Background: an optimization exercise with open tools, aiming at small area and a short achievable clock period. Do not read the settings as production practice.
The RTL of this run was laid out without a check of its function.
No activity file was given, so power comes from the tool's default toggle rates.

## flow/run.sh

```bash
#!/bin/bash
# synth_recipe.tcl (not shown) runs the flow's synth.tcl, then flattens the netlist and writes it again
# the make line also repeats each setting of config.mk as NAME=value (left out here)
make -C /OpenROAD-flow-scripts/flow DESIGN_CONFIG=/design/flow/config.mk WORK_HOME=/design/flow/orfs CLKGATE_MAP_FILE= SYNTH_SCRIPT=/design/flow/synth_recipe.tcl finish
```

## flow/config.mk

```make
export PLATFORM = sky130hd
export DESIGN_NAME = compute_array
export DESIGN_NICKNAME = compute_array
export VERILOG_FILES = /design/flow/design.v
export SDC_FILE = /design/flow/constraint.sdc
export NUM_CORES = 4
export LEC_CHECK = 0
export CAP_MARGIN = 20
export CORE_MARGIN = 2
export CORE_UTILIZATION = 40
export SLEW_MARGIN = 20
```

## flow/constraint.sdc

```tcl
create_clock -name core_clock -period 16.0 [get_ports {clk}]
set_input_delay 3.2000 -clock core_clock [delete_from_list [all_inputs] [get_ports {clk}]]
set_output_delay 3.2000 -clock core_clock [all_outputs]
set_load 0.01 [all_outputs]
```

## flow/design.v

```verilog
module mux2 (
input in0, in1,
input s,
output out
);
assign out = s ? in1 : in0;
endmodule 
module mux2x16 (
input [15:0] in0, in1,
input s,
output [15:0] out
);
mux2 m0(in0[0], in1[0], s, out[0]);
mux2 m1(in0[1], in1[1], s, out[1]);
mux2 m2(in0[2], in1[2], s, out[2]);
mux2 m3(in0[3], in1[3], s, out[3]);
mux2 m4(in0[4], in1[4], s, out[4]);
mux2 m5(in0[5], in1[5], s, out[5]);
mux2 m6(in0[6], in1[6], s, out[6]);
mux2 m7(in0[7], in1[7], s, out[7]);
mux2 m8(in0[8], in1[8], s, out[8]);
mux2 m9(in0[9], in1[9], s, out[9]);
mux2 m10(in0[10], in1[10], s, out[10]);
mux2 m11(in0[11], in1[11], s, out[11]);
mux2 m12(in0[12], in1[12], s, out[12]);
mux2 m13(in0[13], in1[13], s, out[13]);
mux2 m14(in0[14], in1[14], s, out[14]);
mux2 m15(in0[15], in1[15], s, out[15]);
endmodule 
module mux4x16 (
input [15:0] in0, in1, in2, in3,
input [1:0] s,
output [15:0] out
);
wire [15:0] muxOut0, muxOut1;
mux2x16 m0(in0, in1, s[0], muxOut0);
mux2x16 m1(in2, in3, s[0], muxOut1);
mux2x16 m2(muxOut0, muxOut1, s[1], out);
endmodule 
module mux8x16 (
input [15:0] in0, in1, in2, in3, in4, in5, in6, in7,
input [2:0] s,
output [15:0] out
);
wire [15:0] muxOut0, muxOut1;
mux4x16 m0(in0, in1, in2, in3, s[1:0], muxOut0);
mux4x16 m1(in4, in5, in6, in7, s[1:0], muxOut1);
mux2x16 m2(muxOut0, muxOut1, s[2], out);
endmodule 
module reg16 (
input enable, clear, clk,
input [15:0] dataIn,
output [15:0] dataOut
);
reg [15:0] regValue;
assign dataOut = regValue;
always @(posedge clk)
if (~clear) begin
  regValue <= 16'b0;
end else if (enable) begin
  regValue <= dataIn;
end
endmodule 
module adder (
input [15:0] a, b,
output [15:0] out
);
assign out = a+b;
endmodule 
module multiplier (
input [15:0] a, b,
output [15:0] out
);
wire signed [15:0] signed_a, signed_b;
assign signed_a = a;
assign signed_b = b;
assign out = signed_a*signed_b;
endmodule 
module accumulator (
input enable, clear, clk,
input [15:0] dataIn,
output [15:0] dataOut
);
wire [15:0] regOut, adderOut;
assign dataOut = adderOut;
adder a0(dataIn, regOut, adderOut);
reg16 r0(enable, clear, clk, adderOut, regOut);
endmodule
module lessThan(
input minMode,
input [15:0] a, b,
output [15:0] out
);
reg [15:0] compareOut;
wire signed [15:0] signed_a, signed_b;
assign signed_a = a;
assign signed_b = b;
assign out = minMode ? compareOut : {15'b0, a < b};
always@* begin
    if(signed_a < signed_b) begin
        compareOut <= a;
    end else begin
        compareOut <= b;
    end
end
endmodule
module greaterThan(
input maxMode,
input [15:0] a, b,
output [15:0] out
);
reg [15:0] compareOut;
wire signed [15:0] signed_a, signed_b;
assign signed_a = a;
assign signed_b = b;
assign out = maxMode ? compareOut : {15'b0, a < b};
always@* begin
    if(signed_a > signed_b) begin
        compareOut <= a;
    end else begin
        compareOut <= b;
    end
end
endmodule
module equalTo(
input [15:0] a, b,
output [15:0] out
);
wire signed [15:0] signed_a, signed_b;
assign signed_a = a;
assign signed_b = b;
assign out[15:1] = 15'b0;
assign out[0] = a == b;
endmodule
module computationTile (
input clk, clear,
input [3:0] opcode,
input [15:0] input0, input1_wire,
output [15:0] cellOut
);
wire accumulatorEnable, readCell;
wire [15:0] additionOut, multiplicationOut, accumulatorOut, lessThanWire, greaterThanWire, equalToWire, orWire, andWire, notWire, simpleMuxOut, accumulatorMuxOut, regOut, input1;
reg prepareCache;
wire cacheOperand;
assign readCell = opcode[3] & ~opcode[2] & ~opcode[1] & ~opcode[0];
assign cellOut = readCell ? regOut : simpleMuxOut;
assign accumulatorEnable = (opcode[3] & opcode[2] & opcode[1] & opcode[0]) & ~clear;
assign andWire = input0 & input1;
assign orWire = input0 | input1;
assign notWire = ~input0;
assign input1 = cacheOperand ? regOut : input1_wire;
multiplier x0(input0, input1, multiplicationOut);
adder p0(input0, input1, additionOut);
accumulator a0(accumulatorEnable, accumulatorEnable, clk, multiplicationOut, accumulatorOut);
lessThan l0(opcode[3], input0, input1, lessThanWire);
greaterThan g0(opcode[3], input0, input1, greaterThanWire);
equalTo e0(input0, input1, equalToWire);
mux2x16 m1(multiplicationOut, accumulatorOut, opcode[3], accumulatorMuxOut);
mux8x16 m0(notWire, andWire, orWire, additionOut, lessThanWire, greaterThanWire, equalToWire, accumulatorMuxOut, opcode[2:0], simpleMuxOut);
reg16 r0(~readCell, ~clear, clk, simpleMuxOut, regOut);
assign cacheOperand = ~clear & (opcode != 8) & (opcode != 15) & prepareCache;
always@(posedge clk)begin
    if(clear == 1)begin
        prepareCache <= 0;
    end else if(opcode == 8)begin
        prepareCache <= 0;
    end else begin
        prepareCache <= 1;
    end
end
endmodule
module compute_array (
    input clk, clear,
    input [3:0] tile_opcode,
    input [63:0] value_a, value_b,
    output [63:0] wire_out
);
    parameter WORD_BITS = 16;
    parameter TILES = 4;
    generate
        genvar i;
        for(i = 0; i < TILES; i = i+1) begin: ctl
            computationTile tile_i(clk, clear, tile_opcode,
                value_a[WORD_BITS*(i+1)-1:WORD_BITS*i],
                value_b[WORD_BITS*(i+1)-1:WORD_BITS*i],
                wire_out[WORD_BITS*(i+1)-1:WORD_BITS*i]
            );
        end
    endgenerate
endmodule
```

==> results.txt <==
## per-stage QoR
stage / cell area (sq um) / total power [mW] / instances / setup WS [ps] / utilization (%)
final: 37300 / 8.41 / 5552 / 570 / 44.7
after global routing: 37300 / 9.23 / 5552 / 154 / 44.7
after CTS: 37200 / 8.35 / 5544 / 460 / 44.6
after detailed placement: 36600 / 7.86 / 5512 / 499 / 43.9
after global placement: 36600 / 7.81 / 5512 / 626 / 43.9
after floorplan: 33500 / 5.97 / 4365 / 1710 / -
## metal layers
metal	part of all wire, %	vias up	GRT usage [%]	wire length [um]
li1	-	14500	-	-
met1	44	15100	39.0	54600
met2	45	1255	46.1	55400
met3	6.5	229	3.28	8060
met4	4.1	0	11.3	5100
met5	0	-	0	0
## cell usage after synthesis (6+ instances only)
cell type / instances / area (sq um)
inv_1: 697 / 2620
nor2_1: 506 / 1900
ha_1: 496 / 6210
nand2_1: 479 / 1800
fa_1: 324 / 6490
a21oi_1: 259 / 1300
o21ai_0: 190 / 951
xnor2_1: 171 / 1500
clkbuf_1: 156 / 586
dfxtp_1: 129 / 2580
mux2i_1: 85 / 851
nor2b_1: 73 / 457
a211oi_1: 67 / 503
nor3_1: 61 / 305
xor2_1: 56 / 490
a21o_1: 49 / 368
mux2_2: 48 / 541
o21bai_1: 33 / 248
nor4b_1: 30 / 263
o211ai_1: 30 / 225
a31oi_1: 27 / 169
nand3_1: 26 / 130
o21a_1: 25 / 188
buf_1: 23 / 86.3
nor4_1: 23 / 144
nand2b_1: 21 / 131
a221oi_1: 19 / 166
o221ai_1: 16 / 140
o22ai_1: 14 / 87.6
xnor3_1: 13 / 293
clkinv_1: 12 / 45.0
or3_1: 11 / 68.8
a21boi_0: 10 / 75.1
and2_1: 10 / 62.6
nor3b_1: 10 / 75.1
o31ai_1: 10 / 75.1
a211o_1: 9 / 78.8
nand3b_1: 9 / 67.6
nand4_1: 9 / 56.3
o41ai_1: 8 / 70.1
a22oi_1: 7 / 52.6
mux4_2: 7 / 158
buf_6: 6 / 67.6
inv_2: 6 / 22.5
o221a_2: 6 / 67.6
## worst min-delay path by stage
stage,endpoint,slack (ps),depth (start not counted)
5_1_grt,ctl[3].tile_i.r0.regValue[11],570,2
3_5_place_dp,ctl[3].tile_i.r0.regValue[11],530,2
4_1_cts,ctl[3].tile_i.r0.regValue[11],540,2
6_report,ctl[3].tile_i.r0.regValue[11],540,2
2_1_floorplan,ctl[3].tile_i.r0.regValue[11],510,2
3_3_place_gp,ctl[3].tile_i.r0.regValue[11],530,2
## worst max-delay path: cells and delay by family
kind | cells | cell delay [ps]
AO/OA/AOI/OAI | 7 | 1690
buffers and inverters | 8 | 1320
multiplexers | 2 | 660
AND/OR/NAND/NOR | 5 | 1150
XOR/XNOR | 2 | 500
adder cells (fa/ha/maj) | 8 | 3650
## kinds of logic (layout without fill, tap and decap cells)
logic type	after synthesis	in the layout	synth area share, %
flops	129	129	7.70
mux	142	142	4.70
simple gates	1300	1300	17.1
fa+ha+maj	820	820	37.8
xor+xnor	241	241	6.85
buf+inv	907	1014	10.3
compound gates	826	826	15.5
## flip-flops by register name, summed over array words and instances, names as in the netlist
| name | cells |
|---|---|
| ctl.tile_i.prepareCache | 1 |
| ctl.tile_i.r0.regValue | 64 |
| ctl.tile_i.a0.r0.regValue | 64 |
## layout by cell type (no fill, tap or decap), types with 48 or more instances in the layout
cell type	count
inv_1	697
nor2_1	503
ha_1	496
nand2_1	477
fa_1	324
a21oi_1	259
clkdlybuf4s50_1	192
o21ai_0	190
xnor2_1	171
dfxtp_1	129
mux2i_1	85
nor2b_1	73
buf_4	71
a211oi_1	66
nor3_1	61
xor2_1	56
a21o_1	49
mux2_2	48
## cell type report
class,instances,area [sq um],area share (%)
sequential,129,2580,6.93
clock buffer,20,447,1.20
timing repair buffer,267,2530,6.79
tap,1080,1350,3.63
multi-input combinational,3329,27500,73.9
clock inverter,12,136,0.366
inverter,715,2680,7.20
## repair_timing
item,4_1_cts,5_1_grt
buffers inserted,0,8
hold endpoints to repair,0,0
setup endpoints to repair,0,3
## power groups by stage
stage	clock network, mW	registers (mW)	logic (mW)
after global routing	0.439	0.419	8.38
final	0.421	0.413	7.58
after floorplan	0	0.404	5.56
after CTS	0.428	0.412	7.51
after global placement	0	0.419	7.39
after detailed placement	0	0.418	7.44
==> results.txt <==
power share of the clock group -> 5.0%
CTS Buf Count -> 17
Final #Nets -> 5413
first-pass GRT wire length -> 188 mm
sequential power share -> 4.9%
ys async rst share -> 0%
Die W -> 294 um
skew final -> 19.3 ps
Syn Nets -> 5319
DR iter-0 viols -> 2587
post-synthesis cell type count -> 86
net switching power -> 4.56 mW
flop2flop setup slack -> 7400 ps
CP max FO -> 34
post-route ant nets -> 0
Max clock buf depth -> 2
HP Class -> flop to flop
CTS tree -> done
RSZ-0062 raised after global routing -> no
Yosys reg bits -> 129
status -> no timing/DRC/antenna violations
Setup crit end -> wire_out[47]
All-Layer GR Usage -> 28.6%
port buffer count -> 197
Lkg Pwr -> 18.2 nW
H-Tree Depth -> 4
Worst-Margin Slew -> 1180 ps
post-route DRC violation count -> 0
Clock Latency Late Sink -> 500 ps
Clock transition at path regs -> 70 ps
routability cong. -> 0.959
Tmin final -> 15430 ps
Worst Setup End Kind -> output pin
Post-Syn Instances -> 4365
die area -> 0.0862 sq mm
Seq/Total Area, Yosys -> 7.70%
hold_sp -> ctl[3].tile_i.r0.regValue[11]
final period utilization -> 96.4%
Cell Area, Synth -> 0.0335 sq mm
Sw Ratio -> 54.2%
max_slew headroom -> 21.2%
total wire length -> 123 mm
worst r2r dst -> ctl[2].tile_i.r0.regValue[15]
path depth of the worst reg2reg path -> 31
Max-Cap Viols -> 0
Mean Syn Cell Area -> 7.68 sq um
drt first pass iters -> 6
critical path type -> input pin to output pin
fill cell count -> 8543
die span in y -> 294 um
# resized after CTS -> 0
clock sink total -> 129
Post-synth top flop -> dfxtp_1
Max stage delay on crit path -> 650 ps
final-report max-slew violation count -> 0
setup tns final -> 0 ps
CP max-delay cell -> or4b_1
standard-cell rows -> 106
initial antenna violation count -> 0
Hold Fails Final Rpt -> 0
final setup violation count -> 0
Max Freq -> 64.8 MHz
Area Overhead vs Synth -> 11.1%
I/O pins -> 198
combinational share of power -> 90.1%
CTS Root Cell -> clkbuf_16
Min Hold Slack -> 541 ps
Worst VDD drop -> 0.000199 V
core footprint -> 0.0833 sq mm
crit start category -> input pin
layout cells sized above 1 -> 4.56%
crit path from -> tile_opcode[1]
arrival time worst endpoint -> 12230 ps
number of synthesis warnings -> 4
worst r2r src -> ctl[2].tile_i.prepareCache
most frequent CP cell -> fa_1
total power divided by cell area -> 226 mW/mm^2
DP Wirelength -> 96.1 mm
WL/cell -> 22.2 um
GRT Residual Overflow -> 0
number of synthesized flops with an enable pin -> 0
# hold bufs at CTS -> 0
effective utilization at floorplan -> 40.3%
vias in the first global route -> 30700
CP Data Required Time -> 12800 ps
vias -> 31100
pin count of the biggest net entering global routing -> 98
P_int -> 3.85 mW
Vias/cell -> 5.59
# diodes -> 0

-- separate check: timing with driven ports --
No port has a modelled driver above. Below, the same layout with a new extraction and two added sets of constraints.
Step 1, drivers: a clkbuf_16 drives clk and a buf_2 each remaining input, both assumed.
Step 2 moves the port delays by t, midway between the first and last clock arrival at a register: inputs arrive t later, outputs are due t later. That takes back most of the time a late clock gives input paths.
Three values: ideal ports, drivers, drivers and shift; two values: the first two.
shift t [ns]: 0.551
setup WS [ns]: 0.570 / 0.544 / 0.544
worst setup path after step 2: input to output
slew at the worst register clock pin (ns): 0.08 / 0.08
worst data-port slew with drivers (ns): 0.17
After both steps this run still meets setup and hold. For this run, drivers alone change the setup slack by -0.026 ns; drivers and shift together by -0.026 ns.
